Background: an optimization exercise with open tools, aiming at small area, a short achievable clock period and few clock cycles. Do not read the settings as production practice. Function not checked in this run: the RTL went through the layout flow alone. Power is estimated from default activity; no workload was simulated.

==> flow/design.v <==
module mycpu
  (
   input  logic        clk,
   input  logic        rst_n,
   output logic [15:0] a_out,
   input  logic [15:0] d_in,
   output logic [15:0] d_out,
   input  logic [15:0] io_in,
   output logic        wen_out,
   output logic        iom_out
   );
   logic [15:0] pc;                  
   logic        started;             
   logic        halted;
   logic        d_valid;
   logic [15:0] d_ir;
   logic        e_valid;
   logic [15:0] e_ir;
   logic        e_bus;               
   logic        e_wr;                
   logic        e_io;                
   logic [15:0] oa, ob;              
   logic [16:0] ms;                  
   logic        mp;                  
   logic [2:0]  mk;                  
   logic [7:0][15:0] rf;
   function automatic logic writes_reg(input logic [6:0] op);
      writes_reg = (op[6:4] == 3'b000) || op == 7'b1001100 || op == 7'b1000010 ||
                   op == 7'b0010000 || op == 7'b0010001;
   endfunction
   function automatic logic legal(input logic [6:0] op);
      legal = writes_reg(op) || op == 7'b0100000 || op == 7'b0100001 ||
              op == 7'b1100000 || op == 7'b1100001 || op == 7'b1110000;
   endfunction
   wire [6:0] d_op = d_ir[15:9];
   wire [2:0] d_sa = d_ir[5:3];
   wire [2:0] d_sb = d_ir[2:0];
   wire d_imm = d_op == 7'b0000100 || d_op == 7'b0000111 ||
                d_op == 7'b1001100 || d_op == 7'b1000010;
   wire d_bus = d_op == 7'b0010000 || d_op == 7'b0100000 ||
                d_op == 7'b0010001 || d_op == 7'b0100001;
   wire d_wr  = d_op == 7'b0100000 || d_op == 7'b0100001;
   wire d_io  = d_op == 7'b0010001 || d_op == 7'b0100001;
   wire [6:0] e_op = e_ir[15:9];
   wire [2:0] e_dr = e_ir[8:6];
   wire e_mul   = e_op == 7'b0000011;
   wire e_ld    = e_op == 7'b0010000;
   wire e_ior   = e_op == 7'b0010001;
   wire e_brz   = e_op == 7'b1100000;
   wire e_brn   = e_op == 7'b1100001;
   wire e_jmp   = e_op == 7'b1110000;
   wire e_legal = legal(e_op);
   wire e_wreg  = writes_reg(e_op);
   wire mul_busy = e_valid && e_mul && mk != 3'd4;
   wire e_taken  = e_valid && ((e_brz && oa == 16'h0) || (e_brn && oa[15]) || e_jmp);
   wire e_halt   = e_valid && !e_legal;
   logic [15:0] alu;
   logic [15:0] bsel;
   logic        cin;
   logic [15:0] sum;
   logic [4:0]  sh;
   always_comb begin
      case (e_op)
        7'b0000001: begin bsel = 16'h0000; cin = 1'b1; end
        7'b0000101: begin bsel = ~ob;      cin = 1'b1; end
        7'b0000110: begin bsel = 16'hffff; cin = 1'b0; end
        default:    begin bsel = ob;       cin = 1'b0; end
      endcase
      sum = oa + bsel + {15'b0, cin};
      sh  = {2'b0, ob[2:0]} + 5'd1;
      case (e_op)
        7'b0000001, 7'b0000010, 7'b0000101, 7'b0000110, 7'b1000010:
          alu = sum;
        7'b0000100: alu = $unsigned($signed(oa) >>> sh);
        7'b0000111: alu = oa << sh;
        7'b0001000: alu = oa & ob;
        7'b0001001: alu = oa | ob;
        7'b0001010: alu = oa ^ ob;
        7'b0001011: alu = ~oa;
        7'b0001100, 7'b1001100: alu = ob;
        7'b0001101: alu = {1'b0, ob[15:1]};
        7'b0001110: alu = {ob[14:0], 1'b0};
        7'b0000011: alu = (ms[15:0] == {16{ob[15]}}) ? ob : (ms[16] ? 16'h8000 : 16'h7fff);
        default:    alu = oa;       
      endcase
   end
   function automatic logic [16:0] brow(input logic [2:0] b, input logic [15:0] a);
      logic [16:0] m;
      case (b)
        3'b001, 3'b010: m = {a[15], a};
        3'b101, 3'b110: m = ~{a[15], a};
        3'b011:         m = {a, 1'b0};
        3'b100:         m = ~{a, 1'b0};
        3'b111:         m = 17'h1ffff;
        default:        m = 17'h0;
      endcase
      brow = m;
   endfunction
   wire [2:0]  bd0 = {ob[1:0], mp && mk != 3'd0};
   wire [2:0]  bd1 = ob[3:1];
   wire [16:0] r0  = brow(bd0, oa);
   wire [16:0] r1  = brow(bd1, oa);
   wire [16:0] sin = (mk == 3'd0) ? 17'h0 : ms;
   wire [20:0] mt  = {{4{sin[16]}}, sin} + {{4{r0[16]}}, r0} + {{2{r1[16]}}, r1, 2'b00}
                     + {20'b0, bd0[2]} + {18'b0, bd1[2], 2'b00};
   wire [15:0] wdata = e_ld ? d_in : e_ior ? io_in : alu;
   wire        we    = e_valid && e_wreg && !mul_busy;
   wire fwd_ok = e_valid && e_wreg && !e_ld && !e_ior && !mul_busy;
   wire [15:0] rd_a = rf[d_sa];
   wire [15:0] rd_b = rf[d_sb];
   wire [15:0] op_a = (fwd_ok && e_dr == d_sa) ? alu : rd_a;
   wire [15:0] op_b = d_imm ? {13'b0, d_sb} : (fwd_ok && e_dr == d_sb) ? alu : rd_b;
   wire e_stop = e_taken || e_halt || halted;
   wire adv    = d_valid && !mul_busy && !(e_valid && e_bus) && !e_stop;
   wire fetch  = !mul_busy && !(e_valid && e_bus) && !e_stop && (adv || !d_valid);
   wire [15:0] target = e_jmp ? oa : pc + {{10{e_ir[8]}}, e_ir[8:6], e_ir[2:0]} - 16'd2;
   assign a_out   = e_bus ? oa : pc;
   assign d_out   = ob;
   assign wen_out = !(e_bus && e_wr);
   assign iom_out = e_bus && e_io;
   always_ff @(posedge clk or negedge rst_n)
     if (!rst_n) begin
        pc      <= 16'h0;
        started <= 1'b0;
        halted  <= 1'b0;
        d_valid <= 1'b0;
        e_valid <= 1'b0;
        e_bus   <= 1'b0;
        e_wr    <= 1'b0;
        e_io    <= 1'b0;
        mk      <= 3'd0;
     end else begin
        started <= 1'b1;
        if (e_halt) halted <= 1'b1;
        if (e_taken) pc <= target;
        else if (fetch) pc <= pc + 16'd1;
        if (e_stop) d_valid <= 1'b0;
        else if (fetch) d_valid <= 1'b1;
        else if (adv) d_valid <= 1'b0;
        if (!mul_busy) e_valid <= adv;
        e_bus <= adv && d_bus;
        e_wr  <= adv && d_wr;
        e_io  <= adv && d_io;
        if (mul_busy) mk <= mk + 3'd1;
        else mk <= 3'd0;
     end
   always_ff @(posedge clk) begin
      if (fetch) d_ir <= d_in;
      if (!mul_busy) begin
         e_ir <= d_ir;
         oa   <= op_a;
         ob   <= op_b;
      end else begin
         ob <= {mt[3:0], ob[15:4]};
         ms <= mt[20:4];
         mp <= ob[3];
      end
      for (int i = 0; i < 8; i++)
        if (!started) rf[i] <= 16'h0;
        else if (we && e_dr == i) rf[i] <= wdata;
   end
endmodule
==> flow/run.sh <==
#!/bin/bash
# synth_recipe.tcl (not shown) runs the flow's synth.tcl, then flattens the netlist and writes it again
# the make line also repeats each setting of config.mk as NAME=value (left out here)
make -C /OpenROAD-flow-scripts/flow DESIGN_CONFIG=/design/flow/config.mk WORK_HOME=/design/flow/orfs CLKGATE_MAP_FILE= SYNTH_SCRIPT=/design/flow/synth_recipe.tcl finish
==> flow/config.mk <==
export PLATFORM = sky130hd
export DESIGN_NAME = mycpu
export DESIGN_NICKNAME = mycpu
export VERILOG_FILES = /design/flow/design.v
export SDC_FILE = /design/flow/constraint.sdc
export NUM_CORES = 4
export LEC_CHECK = 0
export CAP_MARGIN = 20
export CORE_MARGIN = 2
export CORE_UTILIZATION = 40
export SLEW_MARGIN = 20
==> flow/constraint.sdc <==
create_clock -name core_clock -period 12.0 [get_ports {clk}]
set_input_delay 2.4000 -clock core_clock [delete_from_list [all_inputs] [get_ports {clk}]]
set_output_delay 2.4000 -clock core_clock [all_outputs]
set_load 0.01 [all_outputs]
==> results.cfg <==
[clocking]
cts-buffers-inserted = 28
htree_levels = 1
ctsResizeCount = 0
cts_sinks = 233
cts_setup_buffers = 0
cts_hold_buf = 0
cts_max_path_buffers = 3
cts-root-buf = clkbuf_16
clk_latency_ns = 0.60
cts_tree = yes
clk_pin_slew_ns = 0.06

[grt]
grt_usage = 0.271
grtUsageMet1 = 0.361
overflow = 0
busiest_layer = met2
antenna_found_initial = 1
grt_first_pass_wirelength_um = 107000
use_met2 = 0.437
grt_pass1_vias = 17414
use_met3 = 0.0474
grt_max_degree = 73

[timing]
min_period_ns = 6.67
setup_slack_ns = 5.33
max_freq_mhz = 150
setup_viol = 0
finalHoldViolCount = 0
rsz0062_at_grt = no
maxSlewHeadroom = 0.256
layout_worst_path_cycle_share = 0.555
final.setup.tns_ns = 0
holdWs_ns = 0.426
slew_violations = 0
finalClockSkew_ns = 0.0436
tightest_slew_ns = 1.11

[setup_path]
path_class = flip-flop to flip-flop
reg2reg_to = ms[16]
crit_end = ms[16]
cp-end-kind = flip-flop
worstPathArrival_ns = 6.96
reg2reg_setup_slack_ns = 5.33
worstPathMaxFanout = 33
required_ns = 12.29
start_kind = flip-flop
reg2reg_from = mk[0]
rr_worst_depth = 21
crit_start = mk[0]

[min_path]
hp-start = d_ir[6]
hp-class = flip-flop to flip-flop

[power]
seqPwrFrac = 0.414
peakVddDrop_uv = 126
power_leakage_nw = 8.02
p_sw_frac = 0.284
combinationalPowerShare = 0.164
p_int_mw = 1.47
power.density_mw_per_mm2 = 94.4
pwr-share-clk = 0.422
p_switching_mw = 0.581

[finish]
instances_no_fill = 2925
fin_util = 0.445
antenna_cells = 0
final_layout_size_suffix_gt1_frac = 0.110
syn2layout_area_growth_pct = 10.3
nets = 2412

[synthesis]
ys_ff_latch = 233
synth_area_per_cell_sq_um = 8.58
syn_nets = 2465
synth_edf_count = 63
synth_flop_cell = dfxtp_1
postSynth.asyncResetShare = 0.112
synth_seq_area_share = 0.276
yosysWarnings = 1
synthDistinctLibCells = 93
syn_area_sq_mm = 0.0197
synthCells = 2292

[run_status]
status = complete, no violations

[placement]
placed_cells = 2872
place.gp.congestion = 0.974
portBuffers = 67
pre_cts_ws_ns = 5.42
dp_hpwl_um = 49900

[drt]
wl_per_cell_um = 23.9
routed_via_density = 6.27
firstDrtPassIters = 5
vias = 18348
drt-initial-drc-count = 1957
antenna_left = 0
drcViolationCount = 0
wirelength_um = 69900

[floorplan]
ioPinCount = 68
rows = 81
design.die.area_sq_mm = 0.0509
die_h_um = 226
fp.dieW_um = 226
start_util = 0.403
core_area_sq_mm = 0.0487

[flow_run]
maxCapViolations = 0
## cells by family (layout without fill, tap and decap cells)
kind of cell,Yosys count,count (layout),share of synthesized area
AO/OA/AOI/OAI,704,704,0.230
flip-flops,233,233,0.276
buffers and inverters,307,276,0.0634
adder cells (fa/ha/maj),139,139,0.0972
XOR/XNOR,62,62,0.0276
AND/OR/NAND/NOR,692,692,0.167
multiplexers,154,154,0.138
other,1,1,0.000191
## Yosys cell counts, types with 15 or more instances
cell type	n	share of area
and3_1	16	0.0051
o31ai_1	17	0.0065
a211oi_1	57	0.022
fa_1	23	0.023
o22ai_1	45	0.014
xnor2_1	49	0.022
o211ai_1	30	0.011
buf_1	21	0.0040
and2_1	27	0.0086
nor4_1	15	0.0048
nor2b_1	22	0.0070
ha_1	116	0.074
nand2_1	190	0.036
nand3_1	127	0.032
mux4_2	93	0.11
nor2_1	165	0.031
inv_1	102	0.019
buf_2	45	0.011
edfxtp_1	63	0.096
dfxtp_1	144	0.15
clkbuf_1	128	0.024
nor3_1	54	0.014
a21o_1	16	0.0061
nand2b_1	15	0.0048
a221oi_1	27	0.012
a21oi_1	194	0.049
mux2i_1	49	0.025
o21ai_0	184	0.047
dfrtp_1	26	0.033
## layout make-up
class,instances,area [sq um]
fillers,4786,27100
multi-input cells,1752,13000
flip-flops and latches,233,5430
repair buffers,117,1070
well taps,664,831
clock buffers,42,793
inverters,107,402
clock inverters,10,135
## power by group through the flow
stage	combinational (mW)	clock [mW]	sequential [mW]
floorplan	0.239	0	0.852
global placement	0.331	0	0.862
detailed placement	0.334	0	0.863
CTS	0.336	0.877	0.847
global route	0.373	0.914	0.849
finish	0.336	0.863	0.848
## critical path, stage by stage (launching register included)
cell and delay, ns:
dfrtp_1 0.37, inv_1 0.05, ha_1 0.20, nand2b_1 0.45, and2_1 0.89, nand2_1 0.57, o22ai_1 0.26, nor2_1 0.08
nor2_1 0.10, a221oi_1 0.08, fa_1 0.55, fa_1 0.42, ha_1 0.24, fa_1 0.48, a211oi_1 0.26, o21a_1 0.27
a211oi_1 0.12, nor2_1 0.18, a21oi_1 0.11, a41o_1 0.27, o41ai_1 0.32, xor2_1 0.11
## state kept, by name, indices dropped and copies added, names as in the netlist
register and cells:
rf 128, e_valid 1, d_valid 1, mp 1, mk 3, started 1, e_ir 13, e_wr 1
pc 16, oa 16, ob 16, e_bus 1, e_io 1, ms 17, halted 1, d_ir 16
## layout by cell type (no fill, tap or decap), types with 67 or more instances in the layout
cell type / n
nand3_1: 127
inv_1: 102
o21ai_0: 183
clkdlybuf4s50_1: 67
dfxtp_1: 141
nand2_1: 189
mux4_2: 93
nor2_1: 165
a21oi_1: 194
ha_1: 116
## stage by stage
step	cell area, sq um	total power [mW]
floorplan	19700	1.09
global placement	20700	1.19
detailed placement	20700	1.20
CTS	21700	2.06
global route	21700	2.14
finish	21700	2.05
## layer usage
| layer | up-vias | part of all wire |
|---|---|---|
| li1 | 8410 | - |
| met1 | 8949 | 0.42 |
| met2 | 807 | 0.46 |
| met3 | 182 | 0.078 |
| met4 | 0 | 0.045 |
| met5 | - | 0 |
## how the worst min path moves through the flow
stage	end	cells past startpoint	slack, ns
6_report	e_ir[6]	0	0.43
3_3_place_gp	e_ir[6]	0	0.40
3_5_place_dp	e_ir[8]	0	0.41
4_1_cts	e_ir[8]	0	0.42
2_1_floorplan	e_ir[6]	0	0.40
5_1_grt	e_ir[6]	0	0.43

[afterwards: timing with drivers on the ports]
The flow's constraints put no driver on any port. The routed layout listed below was extracted and timed again, unchanged, in two steps. Step 1 assumes that a clkbuf_16 drives the clock port and a buf_2 every other input. Step 2 times the ports against the registers' clock, not the clock port: input delays grow and output delays shrink by t, the midpoint of the rising clock arrivals with the driver on. Three values: ideal ports, drivers, drivers and shift; two values: the first two.
shift t [ns]: 0.639
setup WS [ns]: 5.334 / 5.334 / 5.334
clock arrival spread, ns: 0.044 / 0.043
After both steps setup and hold are still met in this run. The setup slack of this run moves by 0.000 ns with the drivers and by 0.000 ns with both steps.
